This is an optimization exercise on Yosys and OpenROAD, whose aim is small area and a short achievable clock period, not a production implementation. At most, simulation tests tie the RTL to the original design; equivalence was not proved. The clock port is modelled as an ideal driver, which makes a skipped or thinned clock tree look cheaper than it is; a real chip needs a root buffer or a tree.

// module_64_8
module module_64_8
#(parameter width = 64, parameter depth = 8)
(
    input   clk,
    input   reset_n,
    input   strobe_in,
    input   [width-1:0] input_data,
    input   req_data,
    output  ready,
    output  data_end,
    output  strobe_out,
    output  [7:0] data_out,
    output  [$clog2(depth)-1:0] write_counter
);
localparam aw = $clog2(depth);
reg [width-1:0] mem [depth-1:0];
reg [depth-1:0] rd_ptr;
reg [depth-1:0] rd_sel;
reg [depth-1:0] wr_en;
reg [aw:0] count;
reg        empty;
wire full = count[aw];
wire write = strobe_in && !full;
wire remove;
wire load;
wire [aw:0] count_inc = count + 1'b1;
wire [aw:0] count_dec = count - 1'b1;
wire        count_is1 = (count == 1);
wire        count_is7 = (count == depth - 1);
wire [aw:0] count_w  = remove ? count : count_inc;
wire [aw:0] count_nw = remove ? count_dec : count;
wire        empty_nw = remove ? count_is1 : empty;
wire [depth-1:0] wr_en_w  = (count_is7 && !remove) ? {depth{1'b0}} : {wr_en[depth-2:0], wr_en[depth-1]};
wire [depth-1:0] wr_en_nw = wr_en | ({depth{full && remove}} & rd_ptr);
assign write_counter = count[aw-1:0];
assign ready = empty;
always @(posedge clk)
begin
    if (!reset_n)
    begin
        count <= 0;
        empty <= 1'b1;
        wr_en <= 1;
    end
    else if (write)
    begin
        count <= count_w;
        empty <= 1'b0;
        wr_en <= wr_en_w;
    end
    else
    begin
        count <= count_nw;
        empty <= empty_nw;
        wr_en <= wr_en_nw;
    end
end
always @(posedge clk)
begin
    if (!reset_n)
    begin
        rd_ptr <= 1;
        rd_sel <= 0;
    end
    else
    begin
        if (load)
            rd_ptr <= {rd_ptr[depth-2:0], rd_ptr[depth-1]};
        rd_sel <= remove ? rd_ptr : {depth{1'b0}};
    end
end
integer i;
always @(posedge clk)
begin
    for (i = 0; i < depth; i = i + 1)
        if (wr_en[i])
            mem[i] <= input_data;
end
reg [width-1:0] rd_data;
always @*
begin
    rd_data = 0;
    for (i = 0; i < depth; i = i + 1)
        rd_data = rd_data | ({width{rd_sel[i]}} & mem[i]);
end
FSM_out FSM_out_1
(
    .clk        (clk),
    .reset_n    (reset_n),
    .req        (req_data),
    .fifo_empty (empty),
    .fifo_data  (rd_data),
    .remove     (remove),
  ...
Size: about 1,000 cells after synthesis, ~20,000 um2 of cells after synthesis.
Settings: LEC_CHECK=0, CAP_MARGIN=20, CORE_MARGIN=2, CORE_UTILIZATION=60, SETUP_SLACK_MARGIN=3.1, SLEW_MARGIN=20; clock period 5.0 ns.
standard.sh (not shown) runs the stock make flow with config.mk's settings and CLKGATE_MAP_FILE= SYNTH_SCRIPT=/design/flow/synth_recipe.tcl, a recipe that flattens the netlist after the stock synthesis.
==> flow/flow/run.sh <==
#!/bin/bash
# The standard ORFS layout with these changes:
# - synthesis maps the logic with an area-oriented ABC script (flow/abc_area.script);
#   everything else in synthesis is the standard synthesis, so the registers are
#   the same cells with the same names;
# - the port buffers are buf_1 cells (instead of the delay cells buffer_ports picks),
#   and timing repair is free to change a cell's footprint;
# - a clock tree of about 30 flip-flops per leaf buffer, whose top is reshaped after
#   CTS (flow/clock_top.tcl) so the clock port drives four first-level buffers.
set -euo pipefail
W=$(pwd)
# ORFS's synth.tcl, with its ABC script replaced by flow/abc_area.script
sed '/^source \$::env(SCRIPTS_DIR)\/synth_preamble.tcl/a set abc_args [lreplace $abc_args 1 1 $::env(MY_ABC_SCRIPT)]\nputs "ABC script: $::env(MY_ABC_SCRIPT)"' \
  "$FLOW_HOME/scripts/synth.tcl" > "$W/area_synth.tcl"
grep -q MY_ABC_SCRIPT "$W/area_synth.tcl"
# The standard flow's synthesis script, sourcing that copy
sed "s#source \$::env(SCRIPTS_DIR)/synth.tcl#source $W/area_synth.tcl#" synth_recipe.tcl > "$W/area_synth_recipe.tcl"
grep -q area_synth.tcl "$W/area_synth_recipe.tcl"
export MY_ABC_SCRIPT="$W/flow/abc_area.script"
bash standard.sh "SYNTH_SCRIPT=$W/area_synth_recipe.tcl" MATCH_CELL_FOOTPRINT=0 \
  "BUFFER_PORTS_ARGS=-buffer_cell sky130_fd_sc_hd__buf_1" \
  "CTS_ARGS=-sink_clustering_enable -repair_clock_nets -buf_list {sky130_fd_sc_hd__clkbuf_16} -sink_clustering_size 30 -sink_clustering_max_diameter 80 -dont_use_dummy_load" \
  "POST_CTS_TCL=$W/flow/clock_top.tcl" \
  finish > standard_flow.log 2>&1
==> flow/flow/abc_area.script <==
&get -n
&st
&dch
&nf -R 0
&put
topo
stime -c
Other scripts of this flow, unchanged in this note and not shown: flow/flow/clock_top.tcl
Change:
==> flow/flow/run.sh (replaced) <==
#!/bin/bash
# The standard ORFS layout, with the port buffers made of buf_1 cells (instead of the
# delay cells buffer_ports picks by default), timing repair free to change a cell's
# footprint, a clock tree of about 30 flip-flops per leaf buffer, and the top of the
# clock tree reshaped after CTS (flow/clock_top.tcl).
set -euo pipefail
W=$(pwd)
bash standard.sh MATCH_CELL_FOOTPRINT=0 \
  "BUFFER_PORTS_ARGS=-buffer_cell sky130_fd_sc_hd__buf_1" \
  "CTS_ARGS=-sink_clustering_enable -repair_clock_nets -buf_list {sky130_fd_sc_hd__clkbuf_16} -sink_clustering_size 30 -sink_clustering_max_diameter 80 -dont_use_dummy_load" \
  "POST_CTS_TCL=$W/flow/clock_top.tcl" \
  finish > standard_flow.log 2>&1
SETUP_SLACK_MARGIN = 3.2   (was 3.1)
removed: flow/flow/abc_area.script
Sequential cell count stays the same.
Wire length increases by a few percent.
Cell count increases by a few percent.
No run of this note included a check of the RTL's function; only the layout flow was run.

== run A ==
module_64_8, a different RTL version from the one above (not shown whole).
Size: about 610 flip-flops, roughly 82 I/O pins.
clock: 5.0 ns
lec_check: 0
cap_margin: 20
core_margin: 2
core_utilization: 60
setup_slack_margin: 3.3
slew_margin: 20
==> flow/flow/run.sh <==
#!/bin/bash
# The standard ORFS layout, with the port buffers made of buf_1 cells (instead of the
# delay cells buffer_ports picks by default), timing repair free to change a cell's
# footprint, a clock tree of about 30 flip-flops per leaf buffer, and the clock
# tree's root buffer taken out after CTS (flow/bypass_root.tcl).
set -euo pipefail
W=$(pwd)
bash standard.sh MATCH_CELL_FOOTPRINT=0 \
  "BUFFER_PORTS_ARGS=-buffer_cell sky130_fd_sc_hd__buf_1" \
  "CTS_ARGS=-sink_clustering_enable -repair_clock_nets -buf_list {sky130_fd_sc_hd__clkbuf_16} -sink_clustering_size 30 -sink_clustering_max_diameter 80 -dont_use_dummy_load" \
  "POST_CTS_TCL=$W/flow/bypass_root.tcl" \
  finish > standard_flow.log 2>&1
==> flow/flow/bypass_root.tcl <==
# After clock tree synthesis: take out the tree's root buffer, so that the clock port
# drives the root's few loads (the first level of clock buffers) directly.
set block [ord::get_db_block]
set clk_net [[$block findBTerm clk] getNet]
set roots {}
foreach it [$clk_net getITerms] {
  lappend roots [$it getInst]
}
if {[llength $roots] != 1} {
  puts "bypass_root: clock port drives [llength $roots] cells, leaving the tree as it is"
  return
}
set root [lindex $roots 0]
set out_net {}
foreach it [$root getITerms] {
  if {[$it isOutputSignal]} { set out_net [$it getNet] }
}
set loads {}
foreach it [$out_net getITerms] {
  if {[$it getInst] ne $root} { lappend loads $it }
}
if {[llength $loads] > 4 || [llength [$out_net getBTerms]] > 0} {
  puts "bypass_root: root drives [llength $loads] pins, leaving the tree as it is"
  return
}
puts "bypass_root: removing [$root getName] ([[$root getMaster] getName]), clock port now drives [llength $loads] pins"
foreach it $loads { $it disconnect }
foreach it [$root getITerms] { $it disconnect }
odb::dbInst_destroy $root
odb::dbNet_destroy $out_net
foreach it $loads { $it connect $clk_net }
Per the final summary, run A finished and its layout is clean on timing, DRC and antenna.
The inputs of run B differ from those of run A as listed below.
- a change of CORE_UTILIZATION from 60 to 70
Findings:
Run B finished all stages; the layout is clean. Going from run A to run B, the total wirelength of the detailed-routed design was found to have gone down by about 4%. Run B -> run A: max-slew violation total from the final report delta 0, exact match. Compare run B and run A | sequential share of layout area higher: run B. Going from run A to run B, via count climbed about 0.9%; number of optimization iterations in the first detailed-route pass went down; count of fill cells added during filler insertion decreased by about 30% relative to the old numbers; height of the die now smaller. Setup slack across run B and run A: no real change. Against run A, area of all placed cells without fillers in run B fell slightly.
--- input diff run B..run C ---
- swapping 70 for 60 in CORE_UTILIZATION
- swapping 3.3 for 3.6 in SETUP_SLACK_MARGIN
Results
Maximum cell stage delay along the critical path of run B is on par with run C.
On final setup slack of the worst path, the higher figure sits with run B, not run C.
Final routed wire length divided by cell count: run C vs run B up about 4%
Compared with run B, run C shows a higher shortest period the worst path allows.
Number of filler cells placed in the layout: run C and run B compared, higher one is run C
Against run B, clock skew in run C came out worse.
Run B has higher global-route usage than run C.
Diff run C..run B | critical path depth | negligible

==> separate check: timing with driven ports <==
The flow's constraints put no driver on any port. The routed layouts listed below were extracted and timed again, unchanged, in two steps.
Step 1: set_driving_cell puts a clkbuf_16 on clk and a buf_2 on each other input, an assumption about the parent block.
Step 2 moves the port delays by t, midway between the first and last clock arrival at a register: inputs arrive t later, outputs are due t later. That takes back most of the time a late clock gives input paths.
a / b / c = ideal / step 1 / step 2; a / b = the first two.
run	t, ns	slack for setup (ns)	worst setup path after step 2	slew at the worst register clock pin (ns)	pins driven straight from the clock port
the first run of note 1	0.458	3.060 / 3.061 / 2.691	input to register	0.11 / 0.11	4
the second run of note 1	0.460	3.168 / 3.054 / 2.897	input to register	0.11 / 0.11	4
run A	0.485	3.076 / 3.011 / 3.009	input to register	0.11 / 0.11	2
run B	0.486	3.073 / 3.003 / 2.965	input to register	0.11 / 0.11	2
run C	0.495	3.049 / 2.979 / 2.994	input to register	0.11 / 0.11	2
After both steps every run listed still meets setup and hold. For the first run of note 1, which loses most, drivers alone change the setup slack by +0.001 ns; drivers and shift together by -0.369 ns.
